This design comes from an exercise in tuning for small area on the open sky130 flow, not from production work. At most, simulation tests tie the RTL to the original design; equivalence was not proved.

==> trial 22 <==
// top
module top(
	input clk, push_0, push_1, rst,
	input [3:0] key_pad_row,
	output [2:0] key_pad_col,
	output [7:0] seg_data, seg_com, lcd_data,
	output [9:0] dot_col,
	output [13:0] dot_row,
	output [3:0] step_motor,
	output [15:0] led,
	output W1_piezo,
	output lcd_rs, lcd_rw, lcd_en
);
	wire tick_100k, tick_1k, tick_step;
	wire started;
	wire [11:0] key, key_rise;
	wire step_phase;
	clk_div u1(.clk(clk), .reset(rst), .tick_100k(tick_100k), .tick_1k(tick_1k),
		.clk_1k(lcd_en));
	assign tick_step = tick_1k & step_phase;
	key_pad u7(.clk(clk), .en(tick_1k), .reset(rst), .key_pad_row(key_pad_row),
		.key_pad_col(key_pad_col), .started(started), .key(key), .key_rise(key_rise));
	segment_clock u2(.clk(clk), .en_1k(tick_1k), .reset(rst), .started(started),
		.key(key[0]), .key_1(key_rise[1]), .key_2(key_rise[4]), .key_3(key_rise[7]),
		.key_4(key_rise[10]), .led(led), .seg_data(seg_data), .seg_com(seg_com));
	dot_matrix u3(.clk(clk), .en(tick_1k), .reset(rst), .started(started),
		.step_phase(step_phase), .dot_row(dot_row), .dot_col(dot_col));
	step_motor u4(.clk(clk), .en(tick_step), .reset(rst), .step_motor(step_motor));
	text_lcd u5(.clk(clk), .en(tick_1k), .reset(rst), .started(started),
		.lcd_rs(lcd_rs), .lcd_rw(lcd_rw), .lcd_data(lcd_data));
	piezo u8(.clk(clk), .en(tick_100k), .reset(rst), .sw2(key), .W1_piezo(W1_piezo));
endmodule
clock: 40.0 ns
lec_check: 0
abc_area: 1
cap_margin: 20
core_margin: 2
core_utilization: 40
slew_margin: 20
standard.sh (not shown) runs the stock make flow with config.mk's settings and CLKGATE_MAP_FILE= SYNTH_SCRIPT=/design/flow/synth_recipe.tcl, a recipe that flattens the netlist after the stock synthesis.
==> flow/flow/run.sh <==
#!/bin/bash
# Layout flow: the standard synthesis, then the combinational logic of
# the synthesised netlist is mapped again by ABC for area (the registers,
# their names and cell types are kept), checked equivalent to the standard
# netlist by SAT, and the standard layout runs on the result.
set -uo pipefail
W=$(pwd)
R=$W/orfs/results/$FLOW_PLATFORM/top/base
LIB=$FLOW_HOME/platforms/$FLOW_PLATFORM/lib/sky130_fd_sc_hd__tt_025C_1v80.lib
PCFG=$FLOW_HOME/platforms/$FLOW_PLATFORM/config.mk

bash standard.sh synth > $W/synth.log 2>&1 || exit 1
cp $R/1_2_yosys.v $W/std_synth.v

DU=$(sed -n '/DONT_USE_CELLS/,/^$/p' $PCFG | grep -o 'sky130_fd_sc_hd__[a-z0-9_]*' | sed 's/^/-dont_use /' | tr '\n' ' ')
SEQL=$(grep -o "sky130_fd_sc_hd__\(df\|edf\|sdf\|dl[rx]\)[a-z0-9_]*" $W/std_synth.v | sort -u)
SEQ=$(echo $SEQL | tr '\n' ' ')
SEL=$(for s in $SEQL; do echo -n "t:$s "; done)

best=$W/std_synth.v
best_area=$(yosys -p "read_liberty -lib $LIB; read_verilog $W/std_synth.v; hierarchy -top top; stat -liberty $LIB" 2>&1 | grep "Chip area" | awk '{print $NF}')
echo "standard: $best_area" > $W/resynth_summary.txt

i=0
while read -r S; do
  [ -z "$S" ] && continue
  i=$((i+1))
  C=$W/resynth_$i.v
  yosys -p "read_liberty -ignore_miss_func $LIB; blackbox $SEQ; read_verilog $W/std_synth.v; hierarchy -top top; flatten; rename -hide w:_*; opt_clean -purge; abc -liberty $LIB $DU -script +$(echo "$S" | sed 's/ /,/g'); opt_clean -purge; hilomap -singleton -hicell sky130_fd_sc_hd__conb_1 HI -locell sky130_fd_sc_hd__conb_1 LO; insbuf -buf sky130_fd_sc_hd__buf_1 A X; splitnets; opt_clean -purge; hierarchy -top top; select -assert-none t:\$lut; stat -liberty $LIB; write_verilog -noattr -nohex -nodec $C" > $W/resynth_$i.log 2>&1 || continue
  a=$(grep "Chip area" $W/resynth_$i.log | tail -1 | awk '{print $NF}')
  yosys -p "read_liberty -ignore_miss_func $LIB; blackbox $SEQ; read_verilog $W/std_synth.v; rename top gold; read_verilog $C; rename top gate; hierarchy; flatten gold gate; opt_clean -purge; expose -cut -evert $SEL; miter -equiv -flatten -make_assert gold gate miter; hierarchy -top miter; sat -verify -prove-asserts miter" > $W/equiv_$i.log 2>&1
  ok=$?
  # the same registers, by instance name and cell type
  r1=$(grep -o "sky130_fd_sc_hd__\(df\|edf\|sdf\|dl[rx]\)[a-z0-9_]* [^ ]*" $W/std_synth.v | sort | md5sum)
  r2=$(grep -o "sky130_fd_sc_hd__\(df\|edf\|sdf\|dl[rx]\)[a-z0-9_]* [^ ]*" $C | sort | md5sum)
  echo "script $i [$S]: area $a equiv_exit $ok regs_same $([ "$r1" == "$r2" ] && echo yes || echo no)" >> $W/resynth_summary.txt
  if [ $ok -eq 0 ] && [ "$r1" == "$r2" ] && awk "BEGIN{exit !($a < $best_area)}"; then
    best=$C; best_area=$a
  fi
done < $W/flow/abc_scripts.txt
echo "chosen: $best $best_area" >> $W/resynth_summary.txt

cp $best $R/1_2_yosys.v
touch $R/1_2_yosys.v
set -a; source $W/flow/layout.env; set +a
bash standard.sh finish > $W/layout.log 2>&1
==> flow/flow/abc_scripts.txt <==
strash;dch -f;amap
strash;dc2;dch -f;amap
strash;&get -n;&deepsyn -T 30;&put;dc2;dch -f;amap
==> flow/flow/layout.env <==
BUFFER_PORTS_ARGS="-buffer_cell sky130_fd_sc_hd__buf_1"
CTS_ARGS="-sink_clustering_enable -repair_clock_nets -dont_use_dummy_load -buf_list sky130_fd_sc_hd__clkbuf_8 -sink_clustering_size 30 -sink_clustering_max_diameter 200"
==> inputs of build 77, as changes to trial 22 <==
--- a/flow/design.v
+++ b/flow/design.v
@@ -1,27 +1,26 @@
 module clk_div(
 	input clk, reset,
-	output tick_100k, tick_1k,
-	output reg clk_1k
+	output tick_100k, tick_1k, tick_step, clk_1k
 );
-reg [6:0] a;
-reg lvl;
+reg [7:0] a;	 
 reg [5:0] b;	 
-wire a_end  = (a[5:0] == 6'b010101);
-wire b_en   = a_end & lvl;
-wire b_wrap = b_en & b[5] & b[4] & b[0];	 
-assign tick_100k = a_end & ~lvl;
-assign tick_1k   = b_wrap & ~clk_1k;
+reg [3:0] c;	 
+wire a_wrap = (a == 8'd249);
+wire b_wrap = a_wrap & (b == 6'd49);
+assign tick_100k = (a == 8'd124);
+assign tick_1k   = b_wrap & ~c[0];
+assign tick_step = b_wrap & (c == 4'd4);
+assign clk_1k    = c[0];
 always @(posedge clk or negedge reset) begin
 	if (reset == 1'b0) begin
-		a <= 7'b0101011; lvl <= 0; b <= 0; clk_1k <= 0;
+		a <= 0; b <= 0; c <= 0;
 	end
 	else begin
-		a <= {a[5:0], (a[6] ^ a[5]) | a_end};
-		lvl <= lvl ^ a_end;
-		if (b_en) b <= (b[5] & b[4] & b[0]) ? 6'd0 : b + 1'b1;
-		clk_1k <= clk_1k ^ b_wrap;
+		a <= a_wrap ? 8'd0 : a + 1'b1;
+		if (a_wrap) b <= (b == 6'd49) ? 6'd0 : b + 1'b1;
+		if (b_wrap) c <= (c == 4'd9) ? 4'd0 : c + 1'b1;
 	end
 end
 endmodule
 module segment_decode(
 	input [3:0] data,
@@ -50,49 +49,48 @@
 	output [7:0] seg_data, seg_com
 );
 	reg [3:0] c_1s, c_1m, c_10m, c_1h, c_10h, c_1d, c_10d;
 	reg [2:0] c_10s;
 	reg [2:0] sel_count;
-	reg [3:0] cur;
-	reg p_1s, p_1h, p_10h, p_1d, p_10d;
-	wire inc_1s   = en_1k & p_1s;
+	reg [3:0] pre, cur;
+	reg [3:0] eq;
+	wire inc_1s   = en_1k & key;
 	wire rise_1s  = inc_1s & (c_1s == 4'd9);
 	wire rise_10s = rise_1s & (c_10s == 3'd5);
 	wire rise_1m  = rise_10s & (c_1m == 4'd9);
 	genvar g;
 	generate for (g = 0; g < 8; g = g + 1) begin : com
 		assign seg_com[g] = started & (sel_count != ((g + 1) % 8));
 	end endgenerate
 	segment_decode dec(.data(cur), .seg_data(seg_data));
-	wire [3:0] eq = {4{started}} &
-		{c_10m == c_10d, c_1m == c_1d, {1'b0, c_10s} == c_10h, c_1s == c_1h};
 	assign led = {eq[3], eq[3], eq[2], eq[2], eq[1], eq[1], eq[0], eq[0],
 	              eq[3], eq[3], eq[2], eq[2], eq[1], eq[1], eq[0], eq[0]};
 	reg [3:0] nxt;
 	always @(*) begin
 		case (sel_count)
-			3'd0 : nxt = c_1s;
-			3'd1 : nxt = {1'b0, c_10s};
-			3'd2 : nxt = c_1m;
-			3'd3 : nxt = c_10m;
-			3'd4 : nxt = (c_1h > 4'd9) ? 4'd9 : c_1h;
-			3'd5 : nxt = c_10h;
-			3'd6 : nxt = c_1d;
-			default : nxt = c_10d;
+			3'd0 : nxt = {1'b0, c_10s};
+			3'd1 : nxt = c_1m;
+			3'd2 : nxt = c_10m;
+			3'd3 : nxt = (c_1h > 4'd9) ? 4'd9 : c_1h;
+			3'd4 : nxt = c_10h;
+			3'd5 : nxt = c_1d;
+			3'd6 : nxt = c_10d;
+			default : nxt = c_1s;
 		endcase
 	end
 	always @(posedge clk or negedge reset) begin
 		if (~reset) begin
 			sel_count <= 0;
+			pre <= 4'd15;
 			cur <= 4'd15;
-			p_1s <= 0; p_1h <= 0; p_10h <= 0; p_1d <= 0; p_10d <= 0;
+			eq <= 0;
 		end
 		else if (en_1k) begin
 			sel_count <= sel_count + 1'b1;
-			cur <= started ? nxt : 4'd15;
-			p_1s <= key;
-			p_1h <= key_1; p_10h <= key_2; p_1d <= key_3; p_10d <= key_4;
+			pre <= nxt;
+			cur <= pre;
+			eq <= {c_10m == c_10d, c_1m == c_1d, {1'b0, c_10s} == c_10h, c_1s == c_1h};
 		end
 	end
 	always @(posedge clk or negedge reset) begin
 		if (~reset) begin
 			c_1s <= 0; c_10s <= 0; c_1m <= 0; c_10m <= 0;
@@ -101,20 +99,19 @@
 		else begin
 			if (inc_1s)   c_1s  <= (c_1s == 4'd9) ? 4'd0 : c_1s + 1'b1;
 			if (rise_1s)  c_10s <= (c_10s == 3'd5) ? 3'd0 : c_10s + 1'b1;
 			if (rise_10s) c_1m  <= (c_1m == 4'd9) ? 4'd0 : c_1m + 1'b1;
 			if (rise_1m)  c_10m <= (c_10m == 4'd9) ? 4'd0 : c_10m + 1'b1;
-			if (en_1k & p_1h)  c_1h  <= (c_10h == 4'd9) ? 4'd0 : c_1h + 1'b1;
-			if (en_1k & p_10h) c_10h <= (c_10h == 4'd9) ? 4'd0 : c_10h + 1'b1;
-			if (en_1k & p_1d)  c_1d  <= (c_1d == 4'd9) ? 4'd0 : c_1d + 1'b1;
-			if (en_1k & p_10d) c_10d <= (c_10d == 4'd9) ? 4'd0 : c_10d + 1'b1;
+			if (key_1)    c_1h  <= (c_10h == 4'd9) ? 4'd0 : c_1h + 1'b1;
+			if (key_2)    c_10h <= (c_10h == 4'd9) ? 4'd0 : c_10h + 1'b1;
+			if (key_3)    c_1d  <= (c_1d == 4'd9) ? 4'd0 : c_1d + 1'b1;
+			if (key_4)    c_10d <= (c_10d == 4'd9) ? 4'd0 : c_10d + 1'b1;
 		end
 	end
 endmodule
 module dot_matrix(
 	input clk, en, reset, started,
-	output step_phase,
 	output [13:0] dot_row,
 	output [9:0] dot_col
 );
 	reg [3:0] sel_count;	 
 	assign dot_col[0] = started & (sel_count == 4'd0);
@@ -125,11 +122,10 @@
 	assign dot_col[5] = (sel_count == 4'd5);
 	assign dot_col[6] = (sel_count == 4'd4);
 	assign dot_col[7] = (sel_count == 4'd3);
 	assign dot_col[8] = (sel_count == 4'd2);
 	assign dot_col[9] = (sel_count == 4'd1);
-	assign step_phase = sel_count[1] & ~(sel_count[2] ^ sel_count[0]);
 	wire mid = ~sel_count[3] & sel_count[2];
 	assign dot_row[13:5] = {9{mid}};
 	assign dot_row[4] = started;
 	assign dot_row[3] = started & ~(sel_count == 4'd1) & ~(sel_count == 4'd0);	 
 	assign dot_row[2] = mid | (sel_count == 4'd3) | (sel_count == 4'd8);		 
@@ -273,23 +269,23 @@
 	generate for (i = 1; i < 12; i = i + 1) begin : oh
 		assign below[i] = below[i-1] | sw2[i-1];
 		assign two[i] = two[i-1] | (below[i] & sw2[i]);
 	end endgenerate
 	wire one = (below[11] | sw2[11]) & ~two[11] & ~sw2[0];
-	wire [11:1] ge;
-	assign ge[1]  = cnt1 >= 8'd171;
-	assign ge[2]  = cnt1 >= 8'd152;
-	assign ge[3]  = cnt1 >= 8'd143;
-	assign ge[4]  = cnt1 >= 8'd128;
-	assign ge[5]  = cnt1 >= 8'd114;
-	assign ge[6]  = cnt1 >= 8'd101;
-	assign ge[7]  = cnt1 >= 8'd96;
-	assign ge[8]  = cnt1 >= 8'd85;
-	assign ge[9]  = cnt1 >= 8'd76;
-	assign ge[10] = cnt1 >= 8'd72;
-	assign ge[11] = cnt1 >= 8'd64;
-	wire toggle = ~one | |(sw2[11:1] & ge);
+	wire [7:0] cnt =
+		({8{sw2[1]}}  & 8'd171) |
+		({8{sw2[2]}}  & 8'd152) |
+		({8{sw2[3]}}  & 8'd143) |
+		({8{sw2[4]}}  & 8'd128) |
+		({8{sw2[5]}}  & 8'd114) |
+		({8{sw2[6]}}  & 8'd101) |
+		({8{sw2[7]}}  & 8'd96) |
+		({8{sw2[8]}}  & 8'd85) |
+		({8{sw2[9]}}  & 8'd76) |
+		({8{sw2[10]}} & 8'd72) |
+		({8{sw2[11]}} & 8'd64);
+	wire toggle = ~one | (cnt1 >= cnt);
 	always @(posedge clk or negedge reset) begin
 		if (reset == 1'b0) begin
 			cnt1 <= 0;
 			W1_piezo <= 0;
 		end
@@ -315,21 +311,19 @@
 	output lcd_rs, lcd_rw, lcd_en
 );
 	wire tick_100k, tick_1k, tick_step;
 	wire started;
 	wire [11:0] key, key_rise;
-	wire step_phase;
 	clk_div u1(.clk(clk), .reset(rst), .tick_100k(tick_100k), .tick_1k(tick_1k),
-		.clk_1k(lcd_en));
-	assign tick_step = tick_1k & step_phase;
+		.tick_step(tick_step), .clk_1k(lcd_en));
 	key_pad u7(.clk(clk), .en(tick_1k), .reset(rst), .key_pad_row(key_pad_row),
 		.key_pad_col(key_pad_col), .started(started), .key(key), .key_rise(key_rise));
 	segment_clock u2(.clk(clk), .en_1k(tick_1k), .reset(rst), .started(started),
 		.key(key[0]), .key_1(key_rise[1]), .key_2(key_rise[4]), .key_3(key_rise[7]),
 		.key_4(key_rise[10]), .led(led), .seg_data(seg_data), .seg_com(seg_com));
 	dot_matrix u3(.clk(clk), .en(tick_1k), .reset(rst), .started(started),
-		.step_phase(step_phase), .dot_row(dot_row), .dot_col(dot_col));
+		.dot_row(dot_row), .dot_col(dot_col));
 	step_motor u4(.clk(clk), .en(tick_step), .reset(rst), .step_motor(step_motor));
 	text_lcd u5(.clk(clk), .en(tick_1k), .reset(rst), .started(started),
 		.lcd_rs(lcd_rs), .lcd_rw(lcd_rw), .lcd_data(lcd_data));
 	piezo u8(.clk(clk), .en(tick_100k), .reset(rst), .sw2(key), .W1_piezo(W1_piezo));
 endmodule
--- a/flow/flow/run.sh
+++ b/flow/flow/run.sh
@@ -40,7 +40,6 @@
 done < $W/flow/abc_scripts.txt
 echo "chosen: $best $best_area" >> $W/resynth_summary.txt
 
 cp $best $R/1_2_yosys.v
 touch $R/1_2_yosys.v
-set -a; source $W/flow/layout.env; set +a
 bash standard.sh finish > $W/layout.log 2>&1
==> flow/flow/abc_scripts.txt (replaced) <==
strash;dch -f;amap
strash;dch -f;map -a;topo
strash;&get -n;&deepsyn -I 4;&put;dch -f;amap
Settings changed: ABC_AREA 1 to unset.
removed: flow/flow/layout.env
==> impl_metrics.json <==
{
  "status": "complete, no violations",
  "cts_root_buf": "clkbuf_8",
  "clk_share_pct": 2.27,
  "multi_input_area_share_pct": 37.9,
  "synth_area_mm2": 0.00492,
  "whs_ps": 388,
  "via_per_inst": 5.24,
  "nClkBuffers": 9,
  "worstMarginPinSlew_ps": 1140,
  "largestRegisters": "u7.key x12, u8.cnt1 x8, u1.a x7"
}
That was trial 22.
==> impl_metrics.json <==
{
  "fillers": 1318,
  "nClkBuffers": 15,
  "clk_pin_slew_ps": 60,
  "whs_ps": 466,
  "relSlewSlack_pct": 30.2,
  "largestRegisters": "u7.key x12, u1.a x8, u8.cnt1 x8",
  "status": "complete, no violations",
  "clk_share_pct": 4.12,
  "worstMarginPinSlew_ps": 1040,
  "fp.dieH_um": 121,
  "multi_input_area_share_pct": 36.5,
  "synth_area_mm2": 0.00552,
  "via_per_inst": 5.33
}
That was build 77.
No functional check of the RTL was part of trial 22.

[re-timing with driven ports]
How much do the figures lean on ideal ports? The routed layouts below were timed once more, with nothing changed but the port constraints. Step 1: set_driving_cell puts a clkbuf_16 on clk and a buf_2 on each other input, an assumption about the parent block. Step 2 times the ports against the registers' clock, not the clock port: input delays grow and output delays shrink by t, the midpoint of the rising clock arrivals with the driver on. a / b / c = no drivers / after step 1 / after step 2; a / b = the first two.
run	t (ns)	setup slack, ns	latest minus earliest clock arrival (ns)	worst register clock-pin slew, ns	pins driven straight from the clock port
trial 22	0.387	29.183 / 29.150 / 29.536	0.019 / 0.019	0.09 / 0.09	1
build 77	0.383	29.108 / 29.067 / 29.450	0.006 / 0.006	0.07 / 0.07	1
After both steps setup and hold are still met in every run listed.
